From an optimization exercise on the open Yosys and OpenROAD flow, aimed at small area, a short achievable clock period and few clock cycles; shortcuts taken in it are not production practice.
Where RTL was checked, it was by simulation tests only, not by an equivalence proof against the original.
Only the layout flow was run in runs 4 to 8; the RTL was not checked for function there.
Power figures rest on the tool's default switching activity, not on a simulated workload.

$ cat flow/run.sh
#!/bin/bash
# synth_recipe.tcl (not shown) runs the flow's synth.tcl, then flattens the netlist and writes it again
# the make line also repeats each setting of config.mk as NAME=value (left out here)
make -C /OpenROAD-flow-scripts/flow DESIGN_CONFIG=/design/flow/config.mk WORK_HOME=/design/flow/orfs CLKGATE_MAP_FILE= SYNTH_SCRIPT=/design/flow/synth_recipe.tcl finish
$ cat flow/config.mk
export PLATFORM = sky130hd
export DESIGN_NAME = alu
export DESIGN_NICKNAME = alu
export VERILOG_FILES = /design/flow/design.v
export SDC_FILE = /design/flow/constraint.sdc
export NUM_CORES = 4
export LEC_CHECK = 0
export ABC_CLOCK_PERIOD_IN_PS = 4500
export CAP_MARGIN = 20
export CORE_MARGIN = 2
export CORE_UTILIZATION = 40
export SETUP_SLACK_MARGIN = 4.0
export SLEW_MARGIN = 20
$ cat flow/constraint.sdc
create_clock -name core_clock -period 9.0 [get_ports {clk}]
set_input_delay 1.8000 -clock core_clock [delete_from_list [all_inputs] [get_ports {clk}]]
set_output_delay 1.8000 -clock core_clock [all_outputs]
set_load 0.01 [all_outputs]
$ cat flow/design.v
`default_nettype none
module alu (
    input wire clk,
    input wire reset,
    input wire enable,
    input wire [3:0] op,
    input wire [15:0] ra,
    input wire [15:0] rb,
    output logic [15:0] out,
    output logic busy
);
    localparam logic [3:0] ALU_ADD = 4'd0, ALU_SUB = 4'd1, ALU_MUL = 4'd2, ALU_DIV = 4'd3,
                           ALU_MOD = 4'd4, ALU_SHL = 4'd5, ALU_SHR = 4'd6, ALU_AND = 4'd7,
                           ALU_OR  = 4'd8, ALU_XOR = 4'd9, ALU_NOR = 4'd10, ALU_POPCNT = 4'd11,
                           ALU_CLZ = 4'd12, ALU_CTZ = 4'd13, ALU_XXX = 4'd14, ALU_CMP = 4'd15;
    logic [15:0] x, y;      
    logic        cin;
    logic        mul;       
    logic        quo;       
    logic        first;     
    logic [3:0]  cnt;       
    logic        nbit;      
    assign out = x + y + {15'b0, cin};
    wire is_div = (op == ALU_DIV) || (op == ALU_MOD);
    function automatic [4:0] clz16(input [15:0] v);
        logic [3:0] c;
        logic [15:0] t;
        begin
            t = v;
            c = 4'd0;
            if (t[15:8] == 8'b0) begin c[3] = 1'b1; t = t << 8; end
            if (t[15:12] == 4'b0) begin c[2] = 1'b1; t = t << 4; end
            if (t[15:14] == 2'b0) begin c[1] = 1'b1; t = t << 2; end
            if (t[15] == 1'b0) c[0] = 1'b1;
            clz16 = (v == 16'b0) ? 5'd16 : {1'b0, c};
        end
    endfunction
    function automatic [3:0] clz8(input [7:0] v);
        logic [2:0] c;
        logic [7:0] t;
        begin
            t = v;
            c = 3'd0;
            if (t[7:4] == 4'b0) begin c[2] = 1'b1; t = t << 4; end
            if (t[7:6] == 2'b0) begin c[1] = 1'b1; t = t << 2; end
            if (t[7] == 1'b0) c[0] = 1'b1;
            clz8 = (v == 8'b0) ? 4'd8 : {1'b0, c};
        end
    endfunction
    function automatic [3:0] popcnt8(input [7:0] v);
        logic [1:0] p2 [4];
        logic [2:0] p4 [2];
        begin
            for (int k = 0; k < 4; k++) p2[k] = {1'b0, v[2*k]} + {1'b0, v[2*k+1]};
            for (int k = 0; k < 2; k++) p4[k] = {1'b0, p2[2*k]} + {1'b0, p2[2*k+1]};
            popcnt8 = {1'b0, p4[0]} + {1'b0, p4[1]};
        end
    endfunction
    function automatic [7:0] rev8(input [7:0] v);
        for (int k = 0; k < 8; k++)
            rev8[k] = v[7 - k];
    endfunction
    function automatic [15:0] rev16(input [15:0] v);
        for (int k = 0; k < 16; k++)
            rev16[k] = v[15 - k];
    endfunction
    wire       hi_zero = (ra[15:8] == 8'b0);
    wire       lo_zero = (ra[7:0] == 8'b0);
    wire [3:0] clz_hi = clz8(ra[15:8]);
    wire [3:0] clz_lo = clz8(ra[7:0]);
    wire [3:0] ctz_lo = clz8(rev8(ra[7:0]));
    wire [3:0] ctz_hi = clz8(rev8(ra[15:8]));
    wire [4:0] clz_a = clz16(ra);
    wire [4:0] clz_b = clz16(rb);
    wire [5:0] nm1 = {1'b0, clz_b} - {1'b0, clz_a};
    wire div_run = !nm1[5] && !clz_b[4];
    wire        shl = !busy && (op == ALU_SHL);
    wire [4:0]  shamt = busy ? {1'b0, cnt} + 5'd1 : {|rb[15:4], rb[3:0]};
    wire [15:0] sh_in = shl ? rev16(ra) : ra;
    wire [15:0] sh_r = shamt[4] ? 16'b0 : (sh_in >> shamt[3:0]);
    wire [15:0] sh_out = shl ? rev16(sh_r) : sh_r;
    wire [16:0] rem2 = {y, nbit};
    wire [16:0] trial = rem2 - {1'b0, rb};
    wire        qbit = !trial[16];
    wire [15:0] rem_next = qbit ? trial[15:0] : rem2[15:0];
    wire [1:0]  dsel = busy ? cnt[1:0] : 2'd0;
    wire [3:0]  digit = rb[4*dsel +: 4];
    wire [15:0] mcand = ra << {dsel, 2'b00};
    wire [15:0] pp0 = mcand & {16{digit[0]}};
    wire [15:0] pp1 = (mcand << 1) & {16{digit[1]}};
    wire [15:0] pp2 = (mcand << 2) & {16{digit[2]}};
    wire [15:0] pp3 = (mcand << 3) & {16{digit[3]}};
    wire [15:0] ax = busy ? x : 16'b0;
    wire [15:0] ay = busy ? y : 16'b0;
    wire [15:0] s1 = ax ^ ay ^ pp0;
    wire [15:0] c1 = ((ax & ay) | (ax & pp0) | (ay & pp0)) << 1;
    wire [15:0] s2 = pp1 ^ pp2 ^ pp3;
    wire [15:0] c2 = ((pp1 & pp2) | (pp1 & pp3) | (pp2 & pp3)) << 1;
    wire [15:0] s3 = s1 ^ c1 ^ s2;
    wire [15:0] c3 = ((s1 & c1) | (s1 & s2) | (c1 & s2)) << 1;
    wire [15:0] s4 = s3 ^ c3 ^ c2;
    wire [15:0] c4 = ((s3 & c3) | (s3 & c2) | (c3 & c2)) << 1;
    wire        mul_more = (dsel == 2'd0) ? |rb[15:4] : (dsel == 2'd1) ? |rb[15:8] :
                           (dsel == 2'd2) ? |rb[15:12] : 1'b0;
    wire lt = ra < rb;
    wire eq = ra == rb;
    logic [15:0] xv;
    always_comb begin
        case (op)
            ALU_ADD, ALU_SUB: xv = ra;
            ALU_MUL: xv = s4;
            ALU_SHL, ALU_SHR: xv = sh_out;
            ALU_AND: xv = ra & rb;
            ALU_OR : xv = ra | rb;
            ALU_XOR: xv = ra ^ rb;
            ALU_NOR: xv = ~(ra | rb);
            ALU_POPCNT: xv = {12'b0, popcnt8(ra[7:0])};
            ALU_CLZ: xv = {12'b0, clz_hi};
            ALU_CTZ: xv = {12'b0, ctz_lo};
            ALU_CMP: xv = {13'b0, !lt && !eq, eq, lt};
            ALU_DIV: xv = {16{rb == 16'b0}};   
            default: xv = 16'b0;               
        endcase
    end
    logic [15:0] yv;
    always_comb begin
        case (op)
            ALU_ADD: yv = rb;
            ALU_SUB: yv = ~rb;
            ALU_MUL: yv = c4;
            ALU_POPCNT: yv = {12'b0, popcnt8(ra[15:8])};
            ALU_CLZ: yv = {12'b0, hi_zero ? clz_lo : 4'd0};
            ALU_CTZ: yv = {12'b0, lo_zero ? ctz_hi : 4'd0};
            ALU_MOD: yv = ra;
            default: yv = 16'b0;
        endcase
    end
    always_ff @(posedge clk) begin
        if (reset) begin
            x <= 16'b0;
            y <= 16'b0;
            cin <= 1'b0;
            busy <= 1'b0;
        end else if (busy) begin
            if (mul) begin
                x <= s4;
                y <= c4;
                if (!mul_more) busy <= 1'b0;
            end else if (first) begin
                y <= sh_r;
            end else begin
                x <= {x[14:0], qbit & quo};
                y <= (cnt == 4'd0 && quo) ? 16'b0 : rem_next;
                if (cnt == 4'd0) busy <= 1'b0;
            end
        end else if (enable && op != ALU_XXX) begin
            x <= xv;
            y <= yv;
            cin <= (op == ALU_SUB);
            busy <= (is_div && div_run) || ((op == ALU_MUL) && mul_more);
        end
    end
    always_ff @(posedge clk) begin
        if (busy) begin
            if (mul) cnt <= cnt + 4'd1;
            else if (!first) cnt <= cnt - 4'd1;
            first <= 1'b0;
            nbit <= first ? ra[cnt] : ra[cnt - 4'd1];
        end else if (enable && is_div) begin
            cnt <= nm1[3:0];
            mul <= 1'b0;
            quo <= (op == ALU_DIV);
            first <= 1'b1;
        end else if (enable && op == ALU_MUL) begin
            cnt <= 4'd1;
            mul <= 1'b1;
        end
    end
endmodule
==> results of run 1 <==
==> stage by stage <==
step | util | hold WS, ps
6_report | 0.5253 | 549.0
5_1_grt | 0.5253 | 548.8
4_1_cts | 0.4923 | 550.3
3_5_place_dp | 0.4366 | 528.0
3_3_place_gp | 0.4366 | 523.9
2_1_floorplan | - | 466.8
==> final timing paths <==
path	start	endpoint	slack (ps)	depth (start not counted)
worst min register to register	x[0]	x[0]	550	2
worst min-delay path	x[0]	x[0]	550	2
worst max register to register	busy	x[11]	3980	15
worst max-delay path	ra[15]	x[1]	3720	10
==> routing by layer <==
layer | GRT usage | up-vias | wire (um)
met2 | 0.5720 | 1123 | 22860
li1 | - | 5354 | -
met3 | 0.09121 | 323 | 7494
met1 | 0.4973 | 6010 | 20180
met5 | 0 | - | 0
met4 | 0.2234 | 0 | 4379
==> synthesized netlist by cell type (5+ instances only) <==
cell type  number  area, sq um
a2111oi_0       5        43.79
a211oi_1       12        90.09
a21o_1         10        75.07
a21oi_1       113        565.5
a221o_1        13        130.1
a221oi_1       12        105.1
a222oi_1       19        190.2
a22o_1          7        61.31
a22oi_1        25        187.7
a311oi_1        5        43.79
a31oi_1        18        112.6
and2_1         37        231.5
and3_1          9        56.30
buf_1           6        22.52
buf_2          13        65.06
buf_4           6        45.04
clkbuf_1       68        255.2
dfxtp_1        35        700.7
edfxtp_1        7        210.2
fa_1           65         1301
ha_1           96         1201
inv_1         134        503.0
mux2_2         12        135.1
mux2i_1        41        410.4
mux4_2         23        518.0
nand2_1       123        461.7
nand2b_1       15        93.84
nand3_1        42        210.2
nand4_1         8        50.05
nor2_1         96        360.4
nor2b_1        20        125.1
nor3_1         43        215.2
nor4_1         14        87.58
o211ai_1       15        112.6
o21a_1          7        52.55
o21ai_0        61        305.3
o21ai_1         5        25.02
o21bai_1        7        52.55
o221ai_1        6        52.55
o22ai_1        20        125.1
o31ai_1         6        45.04
xnor2_1        35        306.5
xor2_1         22        192.7
==> repair_timing <==
| action | in CTS | in global routing |
|---|---|---|
| gates cloned | 6 | 0 |
| resized for setup | 334 | 156 |
| hold endpoints to repair | 0 | 0 |
| endpoints found under the setup margin | 43 | 39 |
| hold buffers | 0 | 0 |
| pin swaps | 99 | 113 |
| buffers inserted | 72 | 49 |
==> flip-flops by register name, indices dropped and copies added, names as in the netlist <==
register / count
x: 16
y: 16
cnt: 4
busy: 1
cin: 1
first: 1
mul: 1
nbit: 1
quo: 1
==> worst register-to-register path: cells and delay by family (launching register included) <==
family	cells	cell delay, ps
AND/OR/NAND/NOR	4	1300
flip-flops	1	320
buffers and inverters	3	770
AO/OA/AOI/OAI	5	1050
adder cells (fa/ha/maj)	3	1440
==> area by class of cell <==
cell class                      count  area, sq um  share of cell area
Clock buffer                        6        128.9            0.009179
Inverter                          136        550.5             0.03921
Clock inverter                      2        13.76           0.0009803
Timing Repair Buffer              218         2221              0.1582
Multi-Input combinational cell   1128         9772              0.6960
Tap cell                          341        426.7             0.03039
Sequential cell                    42        927.1             0.06604
==> logic make-up (layout without fill, tap and decap cells) <==
| logic type | Yosys count | in the layout |
|---|---|---|
| DFF | 42 | 42 |
| and+or+nand+nor | 431 | 431 |
| adders and majority gates | 161 | 161 |
| muxes | 76 | 76 |
| xor gates and xnor gates | 59 | 59 |
| AOI/OAI and AO/OA | 401 | 401 |
| buffers and inverters | 234 | 362 |
==> where the power goes <==
part | total, mW | switching, mW | internal, mW
registers | 0.217 | 0.0151 | 0.202
logic | 0.918 | 0.526 | 0.392
clock network | 0.207 | 0.103 | 0.104
==> impl_metrics.toml, run 1 <==
[die]
rows = 60
fp.dieArea_sq_um = 28290
initial_utilization = 0.4035
die_w_um = 168.2
die_y_um = 168.2
io_pins = 56
coreArea_sq_um = 26730

[yosys]
synth_async_sr_flop_share = 0
synth_top_family_by_area = "compound AO/OA/AOI/OAI gates"
synth_adder_area_share = 0.2320
synth_mux_area_frac = 0.09862
yosysUniqueCellTypes = 85
synth.yosys.seq_area_share = 0.08446
yosys.area_share.xor_xnor = 0.05059
netlist_instances = 1404
synth_nets = 1604
syn_area_sq_um = 10780
syn_area_per_cell_sq_um = 7.681
synth_ff_type = "dfxtp_1"
yosysWarnings = 5
synth_seq_cells = 42
synth_enable_flop_cells = 7
synth_compound_area_frac = 0.2500
synth_simple_gate_area_frac = 0.1957

[route]
vias = 12810
route.detailed.drc = 0
detail-route-antenna-nets = 0
viasPerCell = 6.839
wl_per_cell_um = 29.32
drt_wl_total_um = 54920
drt_iter0_markers = 1907
firstDrtPassIters = 11

[place]
dpl_cell_area_sq_um = 11670
place_congestion = 1.013
io_buffer_count = 55
place_ws_ps = 2498
dp_hpwl_um = 37450
dp_cells = 1738

[global_routing]
grt_use_total = 0.3802
antenna_found_initial = 1
grt_max_degree = 45
grt_pass1_vias = 12110
grt_pass1_wl_um = 80160
grt_overflow = 0

[critical_path]
path_cells = "dlygate4sd2_1, inv_1, a21o_1, a21oi_1, mux2i_1, mux2i_1, a221o_1, nor2_1, or4_1, a21oi_2"
cp_common_cell = "mux2i_1"
required_ps = 9250
criticalPathCategory = "in -> reg"
cp.arrival_ps = 5530
worstPathMaxFanout = 15
path_delay_family = "compound AO/OA/AOI/OAI gates"
cp-start-kind = "input port"
max_stage_delay_ps = 810
end_kind = "flip-flop"
crit_slowest_cell = "dlygate4sd2_1"
cp_num_buf_inv = 2

[final_layout]
postLayoutCellArea_sq_um = 14040
layout_common_cells = "120 x buf_4, 109 x nand2_1, 96 x inv_1, 95 x a21oi_1, 94 x nor2_1"
nets = 1731
instances_no_fill = 1873
mostFrequentLayoutCell = "buf_4"
drive_gt1_frac = 0.2892
nFillCells = 2468
n_antenna_cell = 0
area_delta_synth_final_pct = 30.19

[worst_hold_path]
hold_class = "reg -> reg"

[pwr]
powerDensity_nw_per_um2 = 95.57
p_total_mw = 1.342
max-vdd-ir-drop_mv = 0.06943
leakagePower_nw = 5.929

[sta]
finalMaxSlewViolations = 0
worst_slack_ps = 3716
final.period_utilization = 0.5871
rsz0062_at_grt = "yes"
setup_violations = 0
hold_violations = 0
fin_crit_ps = 5284
clock_skew_ps = 11.18
relSlewSlack = 0.3037
worst_pin_slew_ps = 1041
finalSetupTns_ps = 0
timing.fmax_ghz = 0.1893

[outcome]
outcome = "no timing/DRC/antenna violations"

[clock_tree]
cts_sinks = 42
cts_made_buffers = 5
cts_root_buf = "clkbuf_16"
htree_levels = 2
clk_path_buf_depth = 2
tritoncts = "built"
clk_pin_slew_ps = 80
insertion_delay_ps = 310

[job]
cap_violations = 0
Testbench counts, summed over its fixed seeds: cycles 17,393.
==> run 2: changes to the inputs <==
--- a/flow/config.mk
+++ b/flow/config.mk
@@ -7,3 +7,2 @@
 export LEC_CHECK = 0
-export ABC_CLOCK_PERIOD_IN_PS = 4500
 export CAP_MARGIN = 20
@@ -11,3 +10,2 @@
 export CORE_UTILIZATION = 40
-export SETUP_SLACK_MARGIN = 4.0
 export SLEW_MARGIN = 20
==> impl_metrics.toml, run 2 <==
[final_layout]
instances_no_fill = 1754
layout_common_cells = "134 x inv_1, 123 x nand2_1, 113 x a21oi_1, 96 x nor2_1, 96 x ha_1"
nets = 1612
largestRegisters = "x (16), y (16), cnt (4)"
drive_gt1_frac = 0.07997
area_delta_synth_final_pct = 9.769
mostFrequentLayoutCell = "inv_1"
n_antenna_cell = 0

[route]
route.detailed.drc = 0
drt_iter0_markers = 1594
firstDrtPassIters = 8
wl_per_cell_um = 27.83
vias = 11690
drt_wl_total_um = 48810
detail-route-antenna-nets = 0
viasPerCell = 6.666

[pwr]
p_sw_uw = 563.2
seqPwrFrac = 0.194
p_sw_frac = 0.4907
leakagePower_nw = 4.908
powerDensity_nw_per_um2 = 96.95
max-vdd-ir-drop_mv = 0.06083
combinationalPowerShare = 0.624
p_int_uw = 584.5
clkPwrFrac = 0.182

[clock_tree]
post-cts-setup-buffers = 0
htree_levels = 2
cts_root_buf = "clkbuf_16"
cts_hold_buf = 0
tritoncts = "built"
insertion_delay_ps = 320
cts_sinks = 42
cts_made_buffers = 5
clk_pin_slew_ps = 70
clk_path_buf_depth = 2
cts_resized = 0

[critical_path]
required_ps = 9200
path_cells = "clkdlybuf4s50_1, nand2b_1, o21ai_0, a21oi_1, buf_4, inv_1, and3_1, fa_1, fa_1, ha_1, a222oi_1, o311ai_0, a222oi_1, o21ai_0, o2bb2ai_1"
path_delay_family = "compound AO/OA/AOI/OAI gates"
reg2reg_from = "busy"
rr_worst_depth = 13
crit-reg2reg-capture = "y[8]"
crit_slowest_cell = "clkdlybuf4s50_1"
max_stage_delay_ps = 670
end_kind = "flip-flop"
critical_path_depth = 15
cp_num_buf_inv = 3
criticalPathCategory = "in -> reg"
reg2reg_slack_ps = 3470
worstPathMaxFanout = 9
cp-start-kind = "input port"
cp.arrival_ps = 6500

[yosys]
synth_enable_flop_cells = 7
syn_area_per_cell_sq_um = 7.681
netlist_top_cells_area = "fa_1 12%, ha_1 11%, dfxtp_1 6.5%, a21oi_1 5.2%, mux4_2 4.8%"
netlist_instances = 1404
yosysWarnings = 5
synth_async_sr_flop_share = 0
synth_ff_type = "dfxtp_1"
yosys.area.top_type_share = 0.1207
yosysUniqueCellTypes = 85
synthTopCellsByCount = "134 x inv_1, 123 x nand2_1, 113 x a21oi_1"
synth_seq_cells = 42
yosys.cell_count.top_type = "inv_1"
synth_area_leader_cell = "fa_1"
synth_nets = 1604
syn_area_sq_um = 10780
synth.yosys.seq_area_share = 0.08446

[sta]
finalSetupTns_ps = 0
fin_crit_ps = 6304
relSlewSlack = 0.2376
worst_pin_slew_ps = 1144
clock_skew_ps = 15.98
final.period_utilization = 0.7005
timing.fmax_ghz = 0.1586
rsz0062_at_grt = "no"
worst_slack_ps = 2696
holdWs_ps = 550.4
hold_violations = 0
setup_violations = 0
finalMaxSlewViolations = 0

[global_routing]
grt_overflow = 0
antenna_found_initial = 0
grt_max_degree = 45
grt_pass1_wl_um = 72170
grt_pass1_vias = 11190
grt_use_total = 0.3405

[die]
fp.dieArea_sq_um = 28290
die_y_um = 168.2
coreArea_sq_um = 26730
io_pins = 56
die_w_um = 168.2
initial_utilization = 0.4035
rows = 60

[place]
place_congestion = 0.9935
dp_cells = 1746
io_buffer_count = 55
dp_hpwl_um = 36450
place_ws_ps = 2536

[job]
cap_violations = 0

[worst_hold_path]
hold_start = "x[15]"
holdPathStages = 2
hold_end = "x[15]"
hold_class = "reg -> reg"

[outcome]
outcome = "no timing/DRC/antenna violations"
==> run 2: per-layer routing <==
metal  global-route usage  routed length, um  share of wire  vias up
li1                     -                  -              -     5105
met1               0.4504              19210           0.39     5565
met2               0.5259              20890           0.43      822
met3              0.06794               5469           0.11      200
met4               0.1807               3236          0.066        0
met5                    0                  0              0        -
==> run 2: power by group through the flow <==
stage,Combinational (mW),Clock [mW],Sequential (mW)
2_1_floorplan,0.453,0,0.215
3_3_place_gp,0.686,0,0.226
3_5_place_dp,0.692,0,0.226
4_1_cts,0.697,0.208,0.221
5_1_grt,0.768,0.213,0.224
6_report,0.716,0.209,0.222
==> run 2: worst min-delay path, delay by kind of cell (launching register included) <==
kind | cells | cell delay [ps]
AOI/OAI and AO/OA | 2 | 150
DFF | 1 | 360
==> run 2: how the worst max path moves through the flow <==
stage / startpoint / slack (ps) / to
2_1_floorplan: rb[0] / 3590 / y[10]
3_3_place_gp: ra[9] / 2540 / y[10]
3_5_place_dp: ra[9] / 2540 / y[10]
4_1_cts: rb[0] / 2860 / y[3]
5_1_grt: ra[9] / 2530 / y[10]
6_report: rb[0] / 2700 / y[3]
==> run 2: cells by family after synthesis <==
group,count (synthesis),share of synthesized area
xor+xnor,59,0.05058
compound gates,401,0.2500
fa+ha+maj,161,0.2320
simple gates,431,0.1957
mux,76,0.09862
flops,42,0.08446
buf+inv,234,0.08852
==> run 2: metrics by stage <==
step                      utilization  total power [mW]  area (sq um)
after floorplan                     -            0.6681         10780
after CTS                      0.4429             1.126         11840
after detailed placement       0.4373            0.9177         11690
final                          0.4429             1.148         11840
after global routing           0.4429             1.204         11840
after global placement         0.4373            0.9122         11690
==> run 2: area by class of cell <==
type	instances	area, sq um
fillers	2731	14890
clock inverters	3	25.02
well taps	341	426.7
clock buffers	5	125.1
repair buffers	99	880.8
inverters	136	510.5
flip-flops and latches	42	912.1
multi-input cells	1128	8957
==> run 3: changes to the inputs <==
==> flow/flow/run.sh (new file) <==
#!/bin/bash
# The standard layout, with plain buffers (buf_4) on the ports instead of the
# delay cells buffer_ports picks by default.
set -euo pipefail
export BUFFER_PORTS_ARGS="-buffer_cell sky130_fd_sc_hd__buf_4"
bash standard.sh > standard_flow.log 2>&1
==> flow/standard.sh (new file) <==
#!/bin/bash
# synth_recipe.tcl (not shown) runs the flow's synth.tcl, then flattens the netlist and writes it again
# the make line also repeats each setting of config.mk as NAME=value (left out here)
make -C /OpenROAD-flow-scripts/flow DESIGN_CONFIG=/design/flow/config.mk WORK_HOME=/design/flow/orfs CLKGATE_MAP_FILE= SYNTH_SCRIPT=/design/flow/synth_recipe.tcl "${@:-finish}"
removed: flow/run.sh
==> impl_metrics.toml, run 3 <==
[outcome]
outcome = "no timing/DRC/antenna violations"

[yosys]
synth_compound_area_frac = 0.2500
synth_top_family_by_area = "compound AO/OA/AOI/OAI gates"
netlist_top_cells_area = "fa_1 12%, ha_1 11%, dfxtp_1 6.5%, a21oi_1 5.2%, mux4_2 4.8%"
syn_area_per_cell_sq_um = 7.681
synthTopCellsByCount = "134 x inv_1, 123 x nand2_1, 113 x a21oi_1"
synth_ff_type = "dfxtp_1"
synth_seq_cells = 42
synth.yosys.seq_area_share = 0.08446
synth_nets = 1604
yosysWarnings = 5
synth_area_leader_cell = "fa_1"
yosys.area_share.xor_xnor = 0.05059
synth_async_sr_flop_share = 0
yosys.cell_count.top_type = "inv_1"
netlist_instances = 1404
syn_area_sq_um = 10780
yosysUniqueCellTypes = 85
synth_simple_gate_area_frac = 0.1957
yosys.area.top_type_share = 0.1207
synth_adder_area_share = 0.2320
synth_mux_area_frac = 0.09862
synth_enable_flop_cells = 7

[route]
detail-route-antenna-nets = 0
firstDrtPassIters = 9
drt_iter0_markers = 1716
vias = 11690
drt_wl_total_um = 49130
route.detailed.drc = 0
viasPerCell = 6.749
wl_per_cell_um = 28.36

[final_layout]
mostFrequentLayoutCell = "inv_1"
largestRegisters = "x (16), y (16), cnt (4)"
n_antenna_cell = 0
nets = 1590
layout_common_cells = "134 x inv_1, 123 x nand2_1, 113 x a21oi_1, 96 x nor2_1, 96 x ha_1"
instances_no_fill = 1732
drive_gt1_frac = 0.1057
postLayoutCellArea_sq_um = 11560
area_delta_synth_final_pct = 7.216

[clock_tree]
clk_pin_slew_ps = 70
post-cts-setup-buffers = 0
tritoncts = "built"
clk_path_buf_depth = 2
insertion_delay_ps = 320
cts_resized = 0
cts_hold_buf = 0
htree_levels = 2
cts_root_buf = "clkbuf_16"
cts_made_buffers = 5
cts_sinks = 42

[die]
coreArea_sq_um = 26730
rows = 60
initial_utilization = 0.4035
fp.dieArea_sq_um = 28290
die_w_um = 168.2
die_y_um = 168.2
io_pins = 56

[sta]
hold_violations = 0
finalSetupTns_ps = 0
setup_violations = 0
finalMaxSlewViolations = 0
timing.fmax_ghz = 0.1727
fin_crit_ps = 5789
worst_pin_slew_ps = 1052
final.period_utilization = 0.6432
rsz0062_at_grt = "no"
clock_skew_ps = 12.56
relSlewSlack = 0.2990
holdWs_ps = 526.1

[pwr]
leakagePower_nw = 4.881
max-vdd-ir-drop_mv = 0.06444
powerDensity_nw_per_um2 = 99.52

[place]
io_buffer_count = 55
dp_cells = 1724
dp_hpwl_um = 36190
place_congestion = 0.9657
dpl_cell_area_sq_um = 11390

[critical_path]
reg2reg_from = "busy"
cp_num_buf_inv = 5
max_stage_delay_ps = 540
end_kind = "flip-flop"
criticalPathCategory = "in -> reg"
cp-start-kind = "input port"
path_cells = "buf_4, a22o_1, a21oi_1, buf_4, inv_1, and2_1, fa_1, inv_1, fa_1, inv_1, fa_1, a221o_1, a222oi_1, o21ai_0, a311oi_1, a211oi_1"
required_ps = 9170
path_delay_family = "compound AO/OA/AOI/OAI gates"
crit_slowest_cell = "fa_1"
worstPathMaxFanout = 9
cp.arrival_ps = 5960
startpoint = "rb[0]"

[job]
cap_violations = 0

[global_routing]
grt_max_degree = 58
grt_pass1_vias = 11500
grt_use_total = 0.3475
grt_pass1_wl_um = 73590
antenna_found_initial = 0
grt_overflow = 0

[worst_hold_path]
hold_class = "reg -> reg"
hold_start = "x[15]"
run 3: where the power goes:
part	switching [mW]	total, mW	internal, mW
registers	0.0191	0.221	0.202
clock network	0.0974	0.218	0.121
logic	0.446	0.711	0.266
run 3: path summary, 6_finish.rpt:
kind / to / slack [ps] / depth (start not counted)
setup reg to reg: y[10] / 3620 / 13
setup / recovery: y[10] / 3210 / 16
hold / removal: x[15] / 530 / 2
hold reg to reg: x[15] / 530 / 2
run 3: area by class of cell:
type,instances,area (sq um)
multi-input cells,1128,8971
inverters,136,510.5
clock inverters,2,13.76
clock buffers,6,150.1
fillers,2774,15160
well taps,341,426.7
repair buffers,77,578.1
flip-flops and latches,42,912.1
run 3: cells by family (layout without fill, tap and decap cells):
group,count (synthesis),after routing
adders and majority gates,161,161
and+or+nand+nor,431,431
buffers and inverters,234,221
xor gates and xnor gates,59,59
AOI/OAI and AO/OA,401,401
DFF,42,42
muxes,76,76
run 3: per-layer routing:
| layer | vias to the layer above | track usage | part of all wire |
|---|---|---|---|
| met1 | 5571 | 0.4538 | 0.39 |
| met2 | 867 | 0.5327 | 0.43 |
| met3 | 193 | 0.07593 | 0.11 |
| met5 | - | 0 | 0 |
| met4 | 0 | 0.1972 | 0.064 |
| li1 | 5058 | - | - |
run 3: stage by stage:
stage | setup slack, ps | util | power [mW]
finish | 3211 | 0.4326 | 1.151
global placement | 3069 | 0.4262 | 0.9043
CTS | 3309 | 0.4323 | 1.127
floorplan | 3589 | - | 0.6681
detailed placement | 2992 | 0.4262 | 0.9088
global route | 2984 | 0.4326 | 1.210
run 3: worst min-delay path: cells and delay by family (launching register included):
family	cells	cell delay, ps
AOI/OAI and AO/OA	2	140
DFF	1	360
==> run 4: changes to the inputs <==
--- a/flow/design.v
+++ b/flow/design.v
@@ -15,4 +15,7 @@
                            ALU_CLZ = 4'd12, ALU_CTZ = 4'd13, ALU_XXX = 4'd14, ALU_CMP = 4'd15;
-    logic [15:0] x, y;      
+    localparam logic [2:0] O_SUM = 3'd0, O_LOGIC = 3'd1, O_CMP = 3'd2, O_SHL = 3'd3, O_SHR = 3'd4;
+    logic [15:0] x, y;
     logic        cin;
+    logic [2:0]  omode;
+    logic [3:0]  tt;        
     logic        mul;       
@@ -22,4 +25,23 @@
     logic        nbit;      
-    assign out = x + y + {15'b0, cin};
-    wire is_div = (op == ALU_DIV) || (op == ALU_MOD);
+    wire [16:0] sum = {1'b0, x} + {1'b0, y} + {16'b0, cin};
+    logic [15:0] lu;
+    always_comb
+        for (int i = 0; i < 16; i++)
+            lu[i] = tt[{x[i], y[i]}];
+    wire        dstart = busy && first;
+    wire [15:0] shin = dstart ? y : x;
+    wire [4:0]  shamt = dstart ? {1'b0, cnt} + 5'd1 : {|y[15:4], y[3:0]};
+    wire [15:0] shl_v = shamt[4] ? 16'b0 : (shin << shamt[3:0]);
+    wire [15:0] shr_v = shamt[4] ? 16'b0 : (shin >> shamt[3:0]);
+    wire        eq = &(x ^ y);
+    wire        ge = sum[16];
+    always_comb begin
+        case (omode)
+            O_LOGIC: out = lu;
+            O_CMP:   out = {13'b0, ge && !eq, eq, !ge};
+            O_SHL:   out = shl_v;
+            O_SHR:   out = shr_v;
+            default: out = sum[15:0];
+        endcase
+    end
     function automatic [4:0] clz16(input [15:0] v);
@@ -62,6 +84,2 @@
     endfunction
-    function automatic [15:0] rev16(input [15:0] v);
-        for (int k = 0; k < 16; k++)
-            rev16[k] = v[15 - k];
-    endfunction
     wire       hi_zero = (ra[15:8] == 8'b0);
@@ -76,7 +94,2 @@
     wire div_run = !nm1[5] && !clz_b[4];
-    wire        shl = !busy && (op == ALU_SHL);
-    wire [4:0]  shamt = busy ? {1'b0, cnt} + 5'd1 : {|rb[15:4], rb[3:0]};
-    wire [15:0] sh_in = shl ? rev16(ra) : ra;
-    wire [15:0] sh_r = shamt[4] ? 16'b0 : (sh_in >> shamt[3:0]);
-    wire [15:0] sh_out = shl ? rev16(sh_r) : sh_r;
     wire [16:0] rem2 = {y, nbit};
@@ -104,33 +117,26 @@
                            (dsel == 2'd2) ? |rb[15:12] : 1'b0;
-    wire lt = ra < rb;
-    wire eq = ra == rb;
-    logic [15:0] xv;
+    logic [15:0] xv, yv;
+    logic [2:0]  mv;
+    logic [3:0]  tv;
     always_comb begin
+        xv = ra;
+        yv = rb;
+        mv = O_SUM;
+        tv = 4'b0000;
         case (op)
-            ALU_ADD, ALU_SUB: xv = ra;
-            ALU_MUL: xv = s4;
-            ALU_SHL, ALU_SHR: xv = sh_out;
-            ALU_AND: xv = ra & rb;
-            ALU_OR : xv = ra | rb;
-            ALU_XOR: xv = ra ^ rb;
-            ALU_NOR: xv = ~(ra | rb);
-            ALU_POPCNT: xv = {12'b0, popcnt8(ra[7:0])};
-            ALU_CLZ: xv = {12'b0, clz_hi};
-            ALU_CTZ: xv = {12'b0, ctz_lo};
-            ALU_CMP: xv = {13'b0, !lt && !eq, eq, lt};
-            ALU_DIV: xv = {16{rb == 16'b0}};   
-            default: xv = 16'b0;               
-        endcase
-    end
-    logic [15:0] yv;
-    always_comb begin
-        case (op)
-            ALU_ADD: yv = rb;
             ALU_SUB: yv = ~rb;
-            ALU_MUL: yv = c4;
-            ALU_POPCNT: yv = {12'b0, popcnt8(ra[15:8])};
-            ALU_CLZ: yv = {12'b0, hi_zero ? clz_lo : 4'd0};
-            ALU_CTZ: yv = {12'b0, lo_zero ? ctz_hi : 4'd0};
-            ALU_MOD: yv = ra;
-            default: yv = 16'b0;
+            ALU_MUL: begin xv = s4; yv = c4; end
+            ALU_DIV: begin xv = {16{rb == 16'b0}}; yv = ra; mv = O_LOGIC; tv = 4'b1100; end
+            ALU_MOD: begin xv = {16{rb == 16'b0}}; yv = ra; mv = O_LOGIC; tv = 4'b1010; end
+            ALU_SHL: mv = O_SHL;
+            ALU_SHR: mv = O_SHR;
+            ALU_AND: begin mv = O_LOGIC; tv = 4'b1000; end
+            ALU_OR:  begin mv = O_LOGIC; tv = 4'b1110; end
+            ALU_XOR: begin mv = O_LOGIC; tv = 4'b0110; end
+            ALU_NOR: begin mv = O_LOGIC; tv = 4'b0001; end
+            ALU_POPCNT: begin xv = {12'b0, popcnt8(ra[7:0])}; yv = {12'b0, popcnt8(ra[15:8])}; end
+            ALU_CLZ: begin xv = {12'b0, clz_hi}; yv = {12'b0, hi_zero ? clz_lo : 4'd0}; end
+            ALU_CTZ: begin xv = {12'b0, ctz_lo}; yv = {12'b0, lo_zero ? ctz_hi : 4'd0}; end
+            ALU_CMP: begin yv = ~rb; mv = O_CMP; end
+            default: ;
         endcase
@@ -139,5 +145,3 @@
         if (reset) begin
-            x <= 16'b0;
-            y <= 16'b0;
-            cin <= 1'b0;
+            omode <= O_LOGIC;
             busy <= 1'b0;
@@ -149,6 +153,6 @@
             end else if (first) begin
-                y <= sh_r;
+                y <= shr_v;
             end else begin
-                x <= {x[14:0], qbit & quo};
-                y <= (cnt == 4'd0 && quo) ? 16'b0 : rem_next;
+                x <= {x[14:0], qbit};
+                y <= rem_next;
                 if (cnt == 4'd0) busy <= 1'b0;
@@ -158,4 +162,5 @@
             y <= yv;
-            cin <= (op == ALU_SUB);
-            busy <= (is_div && div_run) || ((op == ALU_MUL) && mul_more);
+            cin <= (op == ALU_SUB) || (op == ALU_CMP);
+            omode <= mv;
+            busy <= ((op == ALU_DIV || op == ALU_MOD) && div_run) || ((op == ALU_MUL) && mul_more);
         end
@@ -168,3 +173,3 @@
             nbit <= first ? ra[cnt] : ra[cnt - 4'd1];
-        end else if (enable && is_div) begin
+        end else if (enable && (op == ALU_DIV || op == ALU_MOD)) begin
             cnt <= nm1[3:0];
@@ -172,3 +177,3 @@
             quo <= (op == ALU_DIV);
-            first <= 1'b1;
+            first <= div_run;
         end else if (enable && op == ALU_MUL) begin
@@ -177,2 +182,4 @@
         end
+        if (reset) tt <= 4'b0000;
+        else if (!busy && enable && op != ALU_XXX) tt <= tv;
     end
==> impl_metrics.toml, run 4 <==
[outcome]
outcome = "no timing/DRC/antenna violations"

[yosys]
netlist_instances = 1451
synth.yosys.seq_area_share = 0.1232
yosysUniqueCellTypes = 84
yosysWarnings = 5
yosys.area.top_type_share = 0.1186
netlist_top_cells_area = "fa_1 12%, edfxtp_1 11%, mux2i_1 5.8%, ha_1 5.7%, a21oi_1 5.2%"
synthTopCellsByCount = "153 x nor2_1, 130 x nand2_1, 125 x inv_1"
syn_area_sq_um = 10970
syn_area_per_cell_sq_um = 7.562
synth_seq_cells = 48
synth_enable_flop_cells = 39
yosys.cell_count.top_type = "nor2_1"
synth_async_sr_flop_share = 0
synth_ff_type = "edfxtp_1"
synth_area_leader_cell = "fa_1"
synth_nets = 1605

[sta]
fin_crit_ps = 6143
finalSetupTns_ps = 0
hold_violations = 0
rsz0062_at_grt = "no"
finalMaxSlewViolations = 0
worst_slack_ps = 2857
clock_skew_ps = 9.681
timing.fmax_ghz = 0.1628
setup_violations = 0
relSlewSlack = 0.2836
final.period_utilization = 0.6826
worst_pin_slew_ps = 1075

[clock_tree]
clk_path_buf_depth = 2
cts_root_buf = "clkbuf_16"
post-cts-setup-buffers = 0
insertion_delay_ps = 320
cts_made_buffers = 5
htree_levels = 2
cts_sinks = 48
cts_hold_buf = 0
cts_resized = 0
tritoncts = "built"
clk_pin_slew_ps = 70

[worst_hold_path]
hold_class = "reg -> reg"
hold_start = "nbit"

[job]
cap_violations = 0

[pwr]
max-vdd-ir-drop_mv = 0.07760
powerDensity_nw_per_um2 = 115.0
p_total_mw = 1.355
leakagePower_nw = 4.828

[place]
dpl_cell_area_sq_um = 11620
place_congestion = 1.124
dp_hpwl_um = 34800
io_buffer_count = 55
place_ws_ps = 3199

[route]
wl_per_cell_um = 25.78
vias = 11750
drt_wl_total_um = 45830
firstDrtPassIters = 7
route.detailed.drc = 0
viasPerCell = 6.611
drt_iter0_markers = 1597
detail-route-antenna-nets = 0

[critical_path]
end_kind = "output port"
reg2reg_from = "busy"
criticalPathCategory = "reg -> out"
startpoint = "cnt[0]"
cp.arrival_ps = 4340
worstPathMaxFanout = 41
crit_slowest_cell = "a21o_1"
max_stage_delay_ps = 630
cp-start-kind = "flip-flop"
required_ps = 7200
path_cells = "buf_4, inv_1, ha_1, and3_1, a21o_1, o311ai_1, a31oi_1, nand2_1, a21o_1, o211ai_1, buf_4"

[die]
rows = 60
io_pins = 56
coreArea_sq_um = 26950
die_y_um = 169.6
initial_utilization = 0.4071
die_w_um = 169.6
fp.dieArea_sq_um = 28770

[final_layout]
mostFrequentLayoutCell = "nor2_1"
postLayoutCoreUtil = 0.4373
layout_common_cells = "153 x nor2_1, 130 x nand2_1, 125 x inv_1, 113 x a21oi_1, 82 x buf_4"
area_delta_synth_final_pct = 7.413
nets = 1590
largestRegisters = "x (16), y (16)"
postLayoutCellArea_sq_um = 11790
n_antenna_cell = 0
drive_gt1_frac = 0.09673

[global_routing]
grt_pass1_vias = 11140
antenna_found_initial = 4
grt_pass1_wl_um = 69190
grt_use_total = 0.3185
grt_overflow = 0
grt_max_degree = 65
run 4: final timing paths:
path | end | slack (ps) | cells past startpoint
max | out[3] | 2860 | 11
min | y[0] | 700 | 2
max reg2reg | y[14] | 3480 | 14
min reg2reg | y[0] | 700 | 2
run 4: cell families after synthesis:
logic type | Yosys count | share of synthesized area
adder cells (fa/ha/maj) | 115 | 0.1756
AO/OA/AOI/OAI | 432 | 0.2627
buffers and inverters | 232 | 0.08142
XOR/XNOR | 46 | 0.03797
flip-flops | 48 | 0.1232
multiplexers | 95 | 0.1107
AND/OR/NAND/NOR | 483 | 0.2083
run 4: critical path, delay by kind of cell, from the launching register on:
family	cells	cell delay, ps
flip-flops	1	330
AND/OR/NAND/NOR	2	410
adder cells (fa/ha/maj)	1	540
buffers and inverters	3	1000
AO/OA/AOI/OAI	5	1730
run 4: layout make-up:
cell class / instances / area, sq um
clock buffers: 6 / 150.1
well taps: 341 / 426.7
repair buffers: 82 / 615.6
fillers: 2770 / 15170
clock inverters: 2 / 17.52
inverters: 128 / 480.5
flip-flops and latches: 48 / 1355
multi-input cells: 1171 / 8740
run 4: per-layer routing:
layer	vias to the layer above	track usage	routed length, um
met4	8	0.1590	2702
met5	-	0	47
li1	5219	-	-
met1	5557	0.4193	18070
met2	784	0.4969	19840
met3	186	0.06576	5180
run 4: power breakdown:
group / switching [mW] / internal, mW
Sequential: 0.0470 / 0.262
Clock: 0.106 / 0.122
Combinational: 0.500 / 0.319
Total: 0.653 / 0.702
run 4: metrics by stage:
stage / std cells / hold WS [ps]
4_1_cts: 1778 / 684.8
2_1_floorplan: 1451 / 536.4
3_3_place_gp: 1770 / 669.4
6_report: 1778 / 697.8
5_1_grt: 1778 / 735.8
3_5_place_dp: 1770 / 674.7
==> run 5: changes to the inputs <==
--- a/flow/config.mk
+++ b/flow/config.mk
@@ -9,3 +9,3 @@
 export CORE_MARGIN = 2
-export CORE_UTILIZATION = 40
+export CORE_UTILIZATION = 60
 export SLEW_MARGIN = 20
==> impl_metrics.toml, run 5 <==
[die]
die_w_um = 139.2
fp.dieArea_sq_um = 19380
initial_utilization = 0.6108
rows = 49
die_y_um = 139.2
io_pins = 56
coreArea_sq_um = 17960

[yosys]
yosysWarnings = 5
yosys.area.top_type_share = 0.1186
netlist_instances = 1451
synth_enable_flop_cells = 39
syn_area_per_cell_sq_um = 7.562
synth_ff_type = "edfxtp_1"
syn_area_sq_um = 10970
synth_seq_cells = 48
synthTopCellsByCount = "153 x nor2_1, 130 x nand2_1, 125 x inv_1"
yosys.cell_count.top_type = "nor2_1"
synth_async_sr_flop_share = 0
netlist_top_cells_area = "fa_1 12%, edfxtp_1 11%, mux2i_1 5.8%, ha_1 5.7%, a21oi_1 5.2%"
yosysUniqueCellTypes = 84
synth_nets = 1605
synth_area_leader_cell = "fa_1"
synth.yosys.seq_area_share = 0.1232

[clock_tree]
cts_sinks = 48
cts_hold_buf = 0
post-cts-setup-buffers = 0
insertion_delay_ps = 310
cts_made_buffers = 5
cts_root_buf = "clkbuf_16"
htree_levels = 2
clk_path_buf_depth = 2
tritoncts = "built"
clk_pin_slew_ps = 70
cts_resized = 0

[critical_path]
end_kind = "output port"
required_ps = 7200
crit_slowest_cell = "buf_4"
reg2reg_slack_ps = 3720
path_delay_family = "buffers and inverters"
worstPathMaxFanout = 87
max_stage_delay_ps = 780
path_cells = "buf_4, a21boi_1, nor2_1, mux2i_1, mux2i_1, mux2_2, nor3_1, a221oi_1, o21ai_0, buf_4"
cp.arrival_ps = 4160
reg2reg_from = "busy"
cp_num_buf_inv = 2
rr_worst_depth = 13
crit-reg2reg-capture = "y[9]"
criticalPathCategory = "reg -> out"
cp-start-kind = "flip-flop"

[route]
vias = 12040
route.detailed.drc = 0
drt_wl_total_um = 44160
wl_per_cell_um = 26.62
drt_iter0_markers = 1864
detail-route-antenna-nets = 0
firstDrtPassIters = 7
viasPerCell = 7.254

[sta]
final.period_utilization = 0.6622
finalMaxSlewViolations = 0
finalSetupTns_ps = 0
fin_crit_ps = 5960
worst_pin_slew_ps = 1133
worst_slack_ps = 3040
holdWs_ps = 609.5
relSlewSlack = 0.2450
hold_violations = 0
clock_skew_ps = 14.17
timing.fmax_ghz = 0.1678
setup_violations = 0
rsz0062_at_grt = "no"

[pwr]
leakagePower_nw = 4.794
powerDensity_nw_per_um2 = 116.9
max-vdd-ir-drop_mv = 0.1138

[final_layout]
area_delta_synth_final_pct = 5.725
drive_gt1_frac = 0.09161
final-seq-area_sq_um = 1355
nets = 1583
largestRegisters = "x (16), y (16)"
n_antenna_cell = 0
multi_input_area_sq_um = 8747
nFillCells = 1682
layout_common_cells = "153 x nor2_1, 130 x nand2_1, 125 x inv_1, 113 x a21oi_1, 75 x buf_4"
mostFrequentLayoutCell = "nor2_1"

[global_routing]
grt_use_total = 0.4522
grt_overflow = 0
grt_pass1_wl_um = 67690
antenna_found_initial = 1
grt_max_degree = 88
grt_pass1_vias = 11360

[worst_hold_path]
hold_end = "first"
hold_class = "reg -> reg"
holdPathStages = 2
hold_start = "first"

[place]
place_congestion = 1.028
place_ws_ps = 3279
io_buffer_count = 55
dp_hpwl_um = 33110

[outcome]
outcome = "no timing/DRC/antenna violations"

[job]
cap_violations = 0
[run 5: layer usage]
layer / vias up / part of all wire / track usage
met5: - / 0 / 0
met4: 0 / 0.072 / 0.2499
met3: 263 / 0.15 / 0.1321
met2: 1046 / 0.41 / 0.6662
met1: 5509 / 0.37 / 0.5982
li1: 5217 / - / -
[run 5: worst max-delay path by stage]
stage	cells after the start	endpoint	from
after floorplan	14	y[14]	ra[0]
after global placement	14	y[10]	rb[15]
after detailed placement	14	y[10]	rb[15]
after CTS	10	out[8]	busy
after global routing	14	out[0]	y[0]
final	10	out[8]	busy
[run 5: final cells by class]
| class | count | share of cell area |
|---|---|---|
| multi-input cells | 1171 | 0.7541 |
| inverters | 128 | 0.04142 |
| clock buffers | 5 | 0.01079 |
| well taps | 229 | 0.02470 |
| flip-flops and latches | 48 | 0.1168 |
| clock inverters | 3 | 0.003667 |
| repair buffers | 75 | 0.04854 |
[run 5: cells by family after synthesis]
logic type      share of synthesized area
compound gates                     0.2627
xor+xnor                          0.03797
fa+ha+maj                          0.1756
buf+inv                           0.08142
flops                              0.1232
mux                                0.1107
simple gates                       0.2083
[run 5: where the power goes]
group,internal (mW),switching (mW),leakage [nW],total (mW)
clock network,0.131,0.103,0.0814,0.234
registers,0.262,0.0533,0.440,0.316
logic,0.316,0.490,4.27,0.806
[run 5: through the flow]
step	cell area, sq um	power (mW)	instances	util
after floorplan	10970	0.8417	1451	-
after global placement	11420	1.083	1651	0.6360
after detailed placement	11420	1.091	1651	0.6360
after CTS	11590	1.327	1659	0.6453
after global routing	11600	1.430	1659	0.6457
final	11600	1.356	1659	0.6457
[run 5: worst reg2reg max path: cells and delay by family (launching register included)]
family	cells	cell delay, ps
AOI/OAI and AO/OA	6	1210
adders and majority gates	3	1570
buffers and inverters	2	840
DFF	1	700
and+or+nand+nor	2	670
==> run 6: changes to the inputs <==
--- a/flow/design.v
+++ b/flow/design.v
@@ -15,6 +15,6 @@
                            ALU_CLZ = 4'd12, ALU_CTZ = 4'd13, ALU_XXX = 4'd14, ALU_CMP = 4'd15;
-    localparam logic [2:0] O_SUM = 3'd0, O_LOGIC = 3'd1, O_CMP = 3'd2, O_SHL = 3'd3, O_SHR = 3'd4;
+    localparam logic [1:0] O_SUM = 2'd0, O_LOGIC = 2'd1, O_CMP = 2'd2;
     logic [15:0] x, y;
     logic        cin;
-    logic [2:0]  omode;
+    logic [1:0]  omode;
     logic [3:0]  tt;        
@@ -30,7 +30,2 @@
             lu[i] = tt[{x[i], y[i]}];
-    wire        dstart = busy && first;
-    wire [15:0] shin = dstart ? y : x;
-    wire [4:0]  shamt = dstart ? {1'b0, cnt} + 5'd1 : {|y[15:4], y[3:0]};
-    wire [15:0] shl_v = shamt[4] ? 16'b0 : (shin << shamt[3:0]);
-    wire [15:0] shr_v = shamt[4] ? 16'b0 : (shin >> shamt[3:0]);
     wire        eq = &(x ^ y);
@@ -41,4 +36,2 @@
             O_CMP:   out = {13'b0, ge && !eq, eq, !ge};
-            O_SHL:   out = shl_v;
-            O_SHR:   out = shr_v;
             default: out = sum[15:0];
@@ -90,2 +83,11 @@
     wire [3:0] ctz_hi = clz8(rev8(ra[15:8]));
+    function automatic [15:0] rev16(input [15:0] v);
+        for (int k = 0; k < 16; k++)
+            rev16[k] = v[15 - k];
+    endfunction
+    wire        shl = !busy && (op == ALU_SHL);
+    wire [4:0]  shamt = busy ? {1'b0, cnt} + 5'd1 : {|rb[15:4], rb[3:0]};
+    wire [15:0] sh_in = shl ? rev16(ra) : ra;
+    wire [15:0] sh_r = shamt[4] ? 16'b0 : (sh_in >> shamt[3:0]);
+    wire [15:0] sh_out = shl ? rev16(sh_r) : sh_r;
     wire [4:0] clz_a = clz16(ra);
@@ -118,3 +120,3 @@
     logic [15:0] xv, yv;
-    logic [2:0]  mv;
+    logic [1:0]  mv;
     logic [3:0]  tv;
@@ -130,4 +132,3 @@
             ALU_MOD: begin xv = {16{rb == 16'b0}}; yv = ra; mv = O_LOGIC; tv = 4'b1010; end
-            ALU_SHL: mv = O_SHL;
-            ALU_SHR: mv = O_SHR;
+            ALU_SHL, ALU_SHR: begin xv = sh_out; mv = O_LOGIC; tv = 4'b1100; end
             ALU_AND: begin mv = O_LOGIC; tv = 4'b1000; end
@@ -153,3 +154,3 @@
             end else if (first) begin
-                y <= shr_v;
+                y <= sh_r;
             end else begin
--- a/flow/config.mk
+++ b/flow/config.mk
@@ -9,3 +9,3 @@
 export CORE_MARGIN = 2
-export CORE_UTILIZATION = 60
+export CORE_UTILIZATION = 40
 export SLEW_MARGIN = 20
==> impl_metrics.toml, run 6 <==
[die]
die_y_um = 167.7
rows = 59
initial_utilization = 0.4089
coreArea_sq_um = 26210
io_pins = 56
fp.dieArea_sq_um = 28120
die_w_um = 167.7

[clock_tree]
post-cts-setup-buffers = 0
cts_sinks = 47
cts_hold_buf = 0
clk_pin_slew_ps = 70
htree_levels = 2
cts_root_buf = "clkbuf_16"
tritoncts = "built"
clk_path_buf_depth = 2
insertion_delay_ps = 320
cts_made_buffers = 5
cts_resized = 0

[pwr]
clkPwrFrac = 0.169
p_int_uw = 691.4
seqPwrFrac = 0.230
max-vdd-ir-drop_mv = 0.06107
p_total_mw = 1.282
powerDensity_nw_per_um2 = 112.5
combinationalPowerShare = 0.601
leakagePower_nw = 4.655
p_sw_frac = 0.4609
p_sw_uw = 591.0

[critical_path]
crit_slowest_cell = "o22ai_1"
criticalPathCategory = "in -> reg"
cp-start-kind = "input port"
cp.arrival_ps = 5930
rr_worst_depth = 15
required_ps = 9080
max_stage_delay_ps = 570
path_delay_family = "compound AO/OA/AOI/OAI gates"
cp_num_buf_inv = 4
path_cells = "buf_4, mux2i_1, a22oi_1, o22ai_1, inv_1, and2_1, fa_1, inv_1, fa_1, inv_1, fa_1, a22o_1, a2111oi_0, o32ai_1, a31o_2"
worstPathMaxFanout = 10
end_kind = "flip-flop"
critical_path_depth = 15

[yosys]
yosysWarnings = 5
synth_enable_flop_cells = 39
yosysUniqueCellTypes = 102
synth_seq_cells = 47
synthTopCellsByCount = "131 x inv_1, 109 x nand2_1, 81 x nor2_1"
synth_nets = 1465
synth.yosys.seq_area_share = 0.1242
syn_area_per_cell_sq_um = 8.187
yosys.area.top_type_share = 0.1214
netlist_top_cells_area = "fa_1 12%, edfxtp_1 11%, ha_1 6.1%, mux2i_1 5.8%, mux4_2 5.0%"
yosys.cell_count.top_type = "inv_1"
netlist_instances = 1309
syn_area_sq_um = 10720
synth_ff_type = "edfxtp_1"
synth_async_sr_flop_share = 0
synth_area_leader_cell = "fa_1"

[route]
drt_wl_total_um = 40840
firstDrtPassIters = 5
wl_per_cell_um = 25.04
route.detailed.drc = 0
detail-route-antenna-nets = 0
vias = 10590
drt_iter0_markers = 1347
viasPerCell = 6.494

[sta]
final.period_utilization = 0.6499
rsz0062_at_grt = "no"
clock_skew_ps = 11.98
fin_crit_ps = 5849
relSlewSlack = 0.3297
finalMaxSlewViolations = 0
setup_violations = 0
timing.fmax_ghz = 0.1710
worst_pin_slew_ps = 1003
finalSetupTns_ps = 0
hold_violations = 0

[global_routing]
grt_max_degree = 66
antenna_found_initial = 1
grt_pass1_wl_um = 63110
grt_pass1_vias = 10230
grt_overflow = 0
grt_use_total = 0.2927

[final_layout]
nFillCells = 2661
multi_input_area_sq_um = 8448
final-seq-area_sq_um = 1335
layout_common_cells = "131 x inv_1, 109 x nand2_1, 81 x nor2_1, 71 x buf_4, 68 x a21oi_1"
drive_gt1_frac = 0.1344
largestRegisters = "x (16), y (16)"
nets = 1450
mostFrequentLayoutCell = "inv_1"
area_delta_synth_final_pct = 6.328

[outcome]
outcome = "no timing/DRC/antenna violations"

[place]
io_buffer_count = 55
dp_hpwl_um = 31100
place_congestion = 1.028

[job]
cap_violations = 0

[worst_hold_path]
holdPathStages = 2
hold_class = "reg -> reg"
[run 6: cell count changes after synthesis, moves of 7 or more]
cell / delta
and3_1: +10
o21ai_1: -8
xnor2_1: -9
a21oi_1: -46
clkbuf_1: -15
nand2b_1: -7
buf_6: +8
nand3_1: -8
nor2_1: -72
buf_1: -7
a221oi_2: +8
nand2_1: -21
[run 6: layout make-up]
cell class | count | share of cell area
Clock buffer | 7 | 0.01340
Inverter | 132 | 0.04370
Clock inverter | 1 | 0.0005490
Tap cell | 335 | 0.03678
Antenna cell | 1 | 0.0002196
Timing Repair Buffer | 71 | 0.04678
Multi-Input combinational cell | 1037 | 0.7414
Sequential cell | 47 | 0.1172
[run 6: worst paths after layout]
check,startpoint,endpoint,slack [ps]
setup / recovery,rb[12],y[12],3150
hold / removal,omode[1],omode[1],540
setup reg to reg,cnt[0],y[12],3720
hold reg to reg,omode[1],omode[1],540
[run 6: cell families after synthesis]
| logic type | count (synthesis) | synth area share |
|---|---|---|
| compound gates | 373 | 0.2478 |
| flops | 47 | 0.1242 |
| xor+xnor | 41 | 0.03549 |
| buf+inv | 225 | 0.08827 |
| fa+ha+maj | 117 | 0.1821 |
| mux | 101 | 0.1266 |
| simple gates | 405 | 0.1956 |
[run 6: per-stage QoR]
stage | hold slack [ps] | util | std cells | setup slack (ps) | cell area [sq um]
finish | 535.0 | 0.4348 | 1631 | 3151 | 11390
floorplan | 448.6 | - | 1309 | 3651 | 10720
CTS | 536.9 | 0.4345 | 1630 | 3178 | 11390
global placement | 512.3 | 0.4285 | 1622 | 3046 | 11230
global route | 590.7 | 0.4347 | 1630 | 2922 | 11390
detailed placement | 526.4 | 0.4285 | 1622 | 2872 | 11230
[run 6: metal layers]
layer,vias up,GRT usage,wire (um),share of wire
met3,133,0.05082,3632,0.089
met5,-,0,0,0
li1,4744,-,-,-
met2,561,0.4561,18030,0.44
met1,5153,0.3952,16920,0.41
met4,0,0.1391,2264,0.055
[run 6: power groups by stage]
stage / logic, mW / registers, mW / clock network [mW]
after floorplan: 0.546 / 0.277 / 0
after global placement: 0.748 / 0.298 / 0
after detailed placement: 0.756 / 0.299 / 0
after CTS: 0.761 / 0.294 / 0.217
after global routing: 0.845 / 0.297 / 0.223
final: 0.771 / 0.295 / 0.217
[run 6: worst reg2reg max path, delay by kind of cell (launching register included)]
kind	cells	cell delay [ps]
buf+inv	4	770
flops	1	330
simple gates	2	840
compound gates	6	1730
fa+ha+maj	3	1380
==> run 7: changes to the inputs <==
--- a/flow/design.v
+++ b/flow/design.v
@@ -25,2 +25,3 @@
     logic        nbit;      
+    logic [3:0]  mdig;      
     wire [16:0] sum = {1'b0, x} + {1'b0, y} + {16'b0, cin};
@@ -101,3 +102,3 @@
     wire [1:0]  dsel = busy ? cnt[1:0] : 2'd0;
-    wire [3:0]  digit = rb[4*dsel +: 4];
+    wire [3:0]  digit = busy ? mdig : rb[3:0];
     wire [15:0] mcand = ra << {dsel, 2'b00};
@@ -172,2 +173,3 @@
             else if (!first) cnt <= cnt - 4'd1;
+            mdig <= rb[4*(cnt[1:0] + 2'd1) +: 4];
             first <= 1'b0;
@@ -181,2 +183,3 @@
             cnt <= 4'd1;
+            mdig <= rb[7:4];
             mul <= 1'b1;
--- a/flow/config.mk
+++ b/flow/config.mk
@@ -9,3 +9,3 @@
 export CORE_MARGIN = 2
-export CORE_UTILIZATION = 40
+export CORE_UTILIZATION = 60
 export SLEW_MARGIN = 20
==> impl_metrics.toml, run 7 <==
[final_layout]
largestRegisters = "x (16), y (16)"
drive_gt1_frac = 0.1307
postLayoutCellArea_sq_um = 11240
area_delta_synth_final_pct = 5.101
nFillCells = 1555
final-seq-area_sq_um = 1455
nets = 1456
n_antenna_cell = 0
postLayoutCoreUtil = 0.6476
layout_common_cells = "128 x inv_1, 121 x nand2_1, 113 x nor2_1, 96 x a21oi_1, 68 x buf_4"
multi_input_area_sq_um = 8364
mostFrequentLayoutCell = "inv_1"

[yosys]
netlist_instances = 1320
netlist_top_cells_area = "fa_1 12%, edfxtp_1 12%, mux4_2 8.0%, ha_1 6.1%, a21oi_1 4.5%"
syn_area_per_cell_sq_um = 8.102
synth.yosys.seq_area_share = 0.1357
yosysUniqueCellTypes = 88
synth_seq_cells = 51
synth_ff_type = "edfxtp_1"
syn_area_sq_um = 10700
synth_nets = 1476
synth_enable_flop_cells = 43
yosysWarnings = 5
synth_async_sr_flop_share = 0
synthTopCellsByCount = "128 x inv_1, 121 x nand2_1, 114 x nor2_1"
yosys.cell_count.top_type = "inv_1"
synth_area_leader_cell = "fa_1"
yosys.area.top_type_share = 0.1217

[sta]
relSlewSlack = 0.3138
hold_violations = 0
finalSetupTns_ps = 0
rsz0062_at_grt = "no"
final.period_utilization = 0.6252
clock_skew_ps = 12.54
finalMaxSlewViolations = 0
timing.fmax_ghz = 0.1777
worst_pin_slew_ps = 1021
setup_violations = 0
fin_crit_ps = 5627
holdWs_ps = 555.5

[clock_tree]
post-cts-setup-buffers = 0
clk_path_buf_depth = 2
tritoncts = "built"
cts_sinks = 51
cts_hold_buf = 0
htree_levels = 2
clk_pin_slew_ps = 70
cts_resized = 0
cts_made_buffers = 5
cts_root_buf = "clkbuf_16"
insertion_delay_ps = 310

[global_routing]
grt_pass1_wl_um = 61110
grt_max_degree = 60
grt_overflow = 0
grt_use_total = 0.4385
antenna_found_initial = 2
grt_pass1_vias = 10330

[route]
drt_wl_total_um = 40780
firstDrtPassIters = 7
wl_per_cell_um = 26.72
route.detailed.drc = 0
viasPerCell = 7.246
detail-route-antenna-nets = 0
drt_iter0_markers = 1578
vias = 11060

[critical_path]
worstPathMaxFanout = 7
cp_common_cell = "a21o_1"
crit-reg2reg-capture = "y[9]"
required_ps = 7200
criticalPathCategory = "reg -> out"
cp.arrival_ps = 3830
crit_slowest_cell = "edfxtp_1"
rr_worst_depth = 15
cp-start-kind = "flip-flop"
path_cells = "inv_1, fa_1, inv_1, fa_1, a21o_1, a21o_1, a21oi_1, o21ai_0, a21o_1, nor4b_1, o21ai_0, a22oi_1, buf_4"
startpoint = "y[0]"
end_kind = "output port"
reg2reg_slack_ps = 3600
reg2reg_from = "cnt[0]"
crit_end = "out[0]"
max_stage_delay_ps = 630

[die]
fp.dieArea_sq_um = 18910
coreArea_sq_um = 17360
io_pins = 56
initial_utilization = 0.6162
die_y_um = 137.5
die_w_um = 137.5
rows = 48

[place]
place_congestion = 1.102
dpl_cell_area_sq_um = 11100
io_buffer_count = 55
dp_hpwl_um = 30680

[pwr]
powerDensity_nw_per_um2 = 115.9
leakagePower_nw = 4.516
max-vdd-ir-drop_mv = 0.09129

[job]
cap_violations = 0

[worst_hold_path]
hold_class = "reg -> reg"
hold_start = "omode[1]"

[outcome]
outcome = "no timing/DRC/antenna violations"
[run 7: cell type report]
| class | count | area share |
|---|---|---|
| clock buffer | 7 | 0.01180 |
| clock inverter | 1 | 0.0004452 |
| inverter | 131 | 0.04374 |
| multi-input combinational | 1043 | 0.7441 |
| sequential | 51 | 0.1295 |
| tap | 225 | 0.02504 |
| timing repair buffer | 68 | 0.04541 |
[run 7: kinds of logic after synthesis]
logic type      synth area share
simple gates              0.1867
compound gates            0.2557
buf+inv                  0.08318
fa+ha+maj                 0.1825
mux                       0.1189
flops                     0.1357
xor+xnor                 0.03732
[run 7: stage by stage]
step           std cells  worst slack, ps  total power, mW
3_3_place_gp        1518             3545            1.064
3_5_place_dp        1518             3484            1.081
6_report            1526             3373            1.303
2_1_floorplan       1320             3907           0.8532
4_1_cts             1526             3440            1.276
5_1_grt             1526             3233            1.374
[run 7: worst min-delay path by stage]
stage / depth (start not counted) / slack (ps) / endpoint
2_1_floorplan: 2 / 510 / omode[1]
3_3_place_gp: 2 / 540 / omode[1]
3_5_place_dp: 2 / 540 / omode[1]
4_1_cts: 2 / 550 / omode[1]
5_1_grt: 2 / 580 / omode[1]
6_report: 2 / 560 / omode[1]
[run 7: where the power goes]
part	leakage, nW	switching, mW	total, mW	internal, mW
registers	0.473	0.0381	0.319	0.280
clock network	0.0679	0.0953	0.199	0.103
logic	3.98	0.460	0.785	0.325
[run 7: metal layers]
metal / global-route usage / routed length, um
met1: 0.5745 / 15190
met2: 0.6863 / 17720
met3: 0.1214 / 5841
met4: 0.1781 / 2020
met5: 0 / 0
[run 7: critical path: cells and delay by family (launching register included)]
family	cells	cell delay, ps
fa+ha+maj	2	600
buf+inv	3	370
flops	1	630
simple gates	1	490
compound gates	7	1410
==> run 8: changes to the inputs <==
--- a/flow/config.mk
+++ b/flow/config.mk
@@ -10,2 +10,3 @@
 export CORE_UTILIZATION = 60
+export SETUP_SLACK_MARGIN = 3.6
 export SLEW_MARGIN = 20
==> impl_metrics.toml, run 8 <==
[sta]
holdWs_ps = 554.7
fin_crit_ps = 5240
worst_pin_slew_ps = 1037
clock_skew_ps = 12.85
final.period_utilization = 0.5822
setup_violations = 0
timing.fmax_ghz = 0.1908
relSlewSlack = 0.3027
finalMaxSlewViolations = 0
rsz0062_at_grt = "no"
hold_violations = 0
finalSetupTns_ps = 0

[place]
io_buffer_count = 55
dp_hpwl_um = 30680
place_congestion = 1.102
dp_cells = 1518

[critical_path]
reg2reg_from = "cnt[1]"
cp-start-kind = "flip-flop"
crit_end = "y[4]"
end_kind = "flip-flop"
startpoint = "cnt[1]"
criticalPathCategory = "reg -> reg"
max_stage_delay_ps = 860
cp_num_buf_inv = 1
critical_path_depth = 9
path_cells = "clkinv_1, ha_1, a21oi_4, mux4_2, mux2i_1, nor2_1, a31oi_1, o221a_2, o22ai_1"
worstPathMaxFanout = 21
crit_slowest_cell = "edfxtp_1"
required_ps = 9050
cp.arrival_ps = 5290
reg2reg_slack_ps = 3760
path_delay_family = "compound AO/OA/AOI/OAI gates"
crit-reg2reg-capture = "y[4]"
rr_worst_depth = 9

[clock_tree]
tritoncts = "built"
cts_hold_buf = 0
clk_path_buf_depth = 2
cts_sinks = 51
insertion_delay_ps = 320
cts_root_buf = "clkbuf_16"
clk_pin_slew_ps = 80
cts_made_buffers = 5
htree_levels = 2

[final_layout]
nFillCells = 1551
area_delta_synth_final_pct = 5.370
postLayoutCoreUtil = 0.6493
n_antenna_cell = 0
mostFrequentLayoutCell = "inv_1"
layout_common_cells = "128 x inv_1, 120 x nand2_1, 111 x nor2_1, 96 x a21oi_1, 70 x buf_4"
largestRegisters = "x (16), y (16)"
drive_gt1_frac = 0.1351
instances_no_fill = 1528
nets = 1458

[route]
vias = 11070
wl_met1_um = 15170
drt_wl_total_um = 40890
firstDrtPassIters = 12
drt_iter0_markers = 1678
met2_length_um = 17840
topRoutingLayerUsed = "met4"
route.detailed.drc = 0
met3_length_um = 5829
viasPerCell = 7.241
detail-route-antenna-nets = 0
wl_per_cell_um = 26.76

[yosys]
synth.yosys.seq_area_share = 0.1357
synth_enable_flop_cells = 43
synthTopCellsByCount = "128 x inv_1, 121 x nand2_1, 114 x nor2_1"
yosysWarnings = 5
synth_ff_type = "edfxtp_1"
netlist_top_cells_area = "fa_1 12%, edfxtp_1 12%, mux4_2 8.0%, ha_1 6.1%, a21oi_1 4.5%"
netlist_instances = 1320
yosys.area.top_type_share = 0.1217
syn_area_sq_um = 10700
yosysUniqueCellTypes = 88
synth_area_leader_cell = "fa_1"
synth_nets = 1476
yosys.cell_count.top_type = "inv_1"
synth_async_sr_flop_share = 0
syn_area_per_cell_sq_um = 8.102
synth_seq_cells = 51

[pwr]
seqPwrFrac = 0.243
p_int_uw = 710.3
p_sw_frac = 0.4565
p_total_mw = 1.307
clkPwrFrac = 0.153
combinationalPowerShare = 0.604
max-vdd-ir-drop_mv = 0.09158
p_sw_uw = 596.7
powerDensity_nw_per_um2 = 116.0
leakagePower_nw = 4.527

[die]
rows = 48
coreArea_sq_um = 17360
die_y_um = 137.5
io_pins = 56
fp.dieArea_sq_um = 18910
die_w_um = 137.5
initial_utilization = 0.6162

[outcome]
outcome = "no timing/DRC/antenna violations"

[job]
cap_violations = 0

[worst_hold_path]
holdPathStages = 2
hold_class = "reg -> reg"

[global_routing]
grt_pass1_wl_um = 61100
grt_pass1_vias = 10330
grt_use_total = 0.4385
grt_max_degree = 60
grt_overflow = 0
antenna_found_initial = 2
-- run 8: changes by cell type in the layout (fill, tap and decap cells not counted), sizes merged --
cell / change
buf: +2
-- run 8: area by class of cell --
cell class | instances | area (sq um) | share of cell area
multi-input combinational | 1043 | 8378 | 0.7434
tap | 225 | 281.5 | 0.02498
clock buffer | 7 | 132.6 | 0.01177
sequential | 51 | 1455 | 0.1291
inverter | 131 | 491.7 | 0.04363
timing repair buffer | 70 | 525.5 | 0.04663
clock inverter | 1 | 5.005 | 0.0004441
-- run 8: through the flow --
step           area [sq um]  setup WS [ps]
4_1_cts               11250           3625
3_5_place_dp          11100           3484
6_report              11270           3760
3_3_place_gp          11100           3545
2_1_floorplan         10700           3907
5_1_grt               11270           3601
-- run 8: kinds of logic (layout without fill, tap and decap cells) --
logic type	Yosys count	after routing	share of synthesized area
compound gates	394	394	0.2557
xor+xnor	44	44	0.03732
fa+ha+maj	117	117	0.1825
buf+inv	226	209	0.08318
flops	51	51	0.1357
mux	75	75	0.1189
simple gates	413	413	0.1867
-- run 8: worst reg2reg max path, stage by stage (launching register included) --
cell and delay, ps:
edfxtp_1 860, clkinv_1 500, ha_1 540, a21oi_4 610, mux4_2 590, mux2i_1 670
nor2_1 110, a31oi_1 690, o221a_2 340, o22ai_1 70
-- run 8: power by group through the flow --
stage               Clock [mW]  Sequential [mW]  Combinational (mW)
floorplan                    0            0.299               0.554
global placement             0            0.320               0.744
detailed placement           0            0.321               0.760
CTS                      0.197            0.316               0.764
global route             0.204            0.319               0.853
finish                   0.200            0.318               0.789
-- run 8: per-layer routing --
metal	global-route usage	up-vias
met5	0	-
met4	0.1781	0
met3	0.1214	167
met2	0.6863	847
met1	0.5745	5270
li1	-	4781
-- run 8: timing repair --
item,in CTS,in global routing
setup endpoints to repair,2,8
buffers inserted,0,2
gates resized for setup,1,5
-- run 8: worst min-delay path by stage --
stage / start / endpoint / slack [ps]
after floorplan: omode[1] / omode[1] / 510
after global placement: omode[1] / omode[1] / 540
after detailed placement: omode[1] / omode[1] / 540
after CTS: omode[1] / omode[1] / 550
after global routing: omode[1] / omode[1] / 580
final: omode[1] / omode[1] / 550
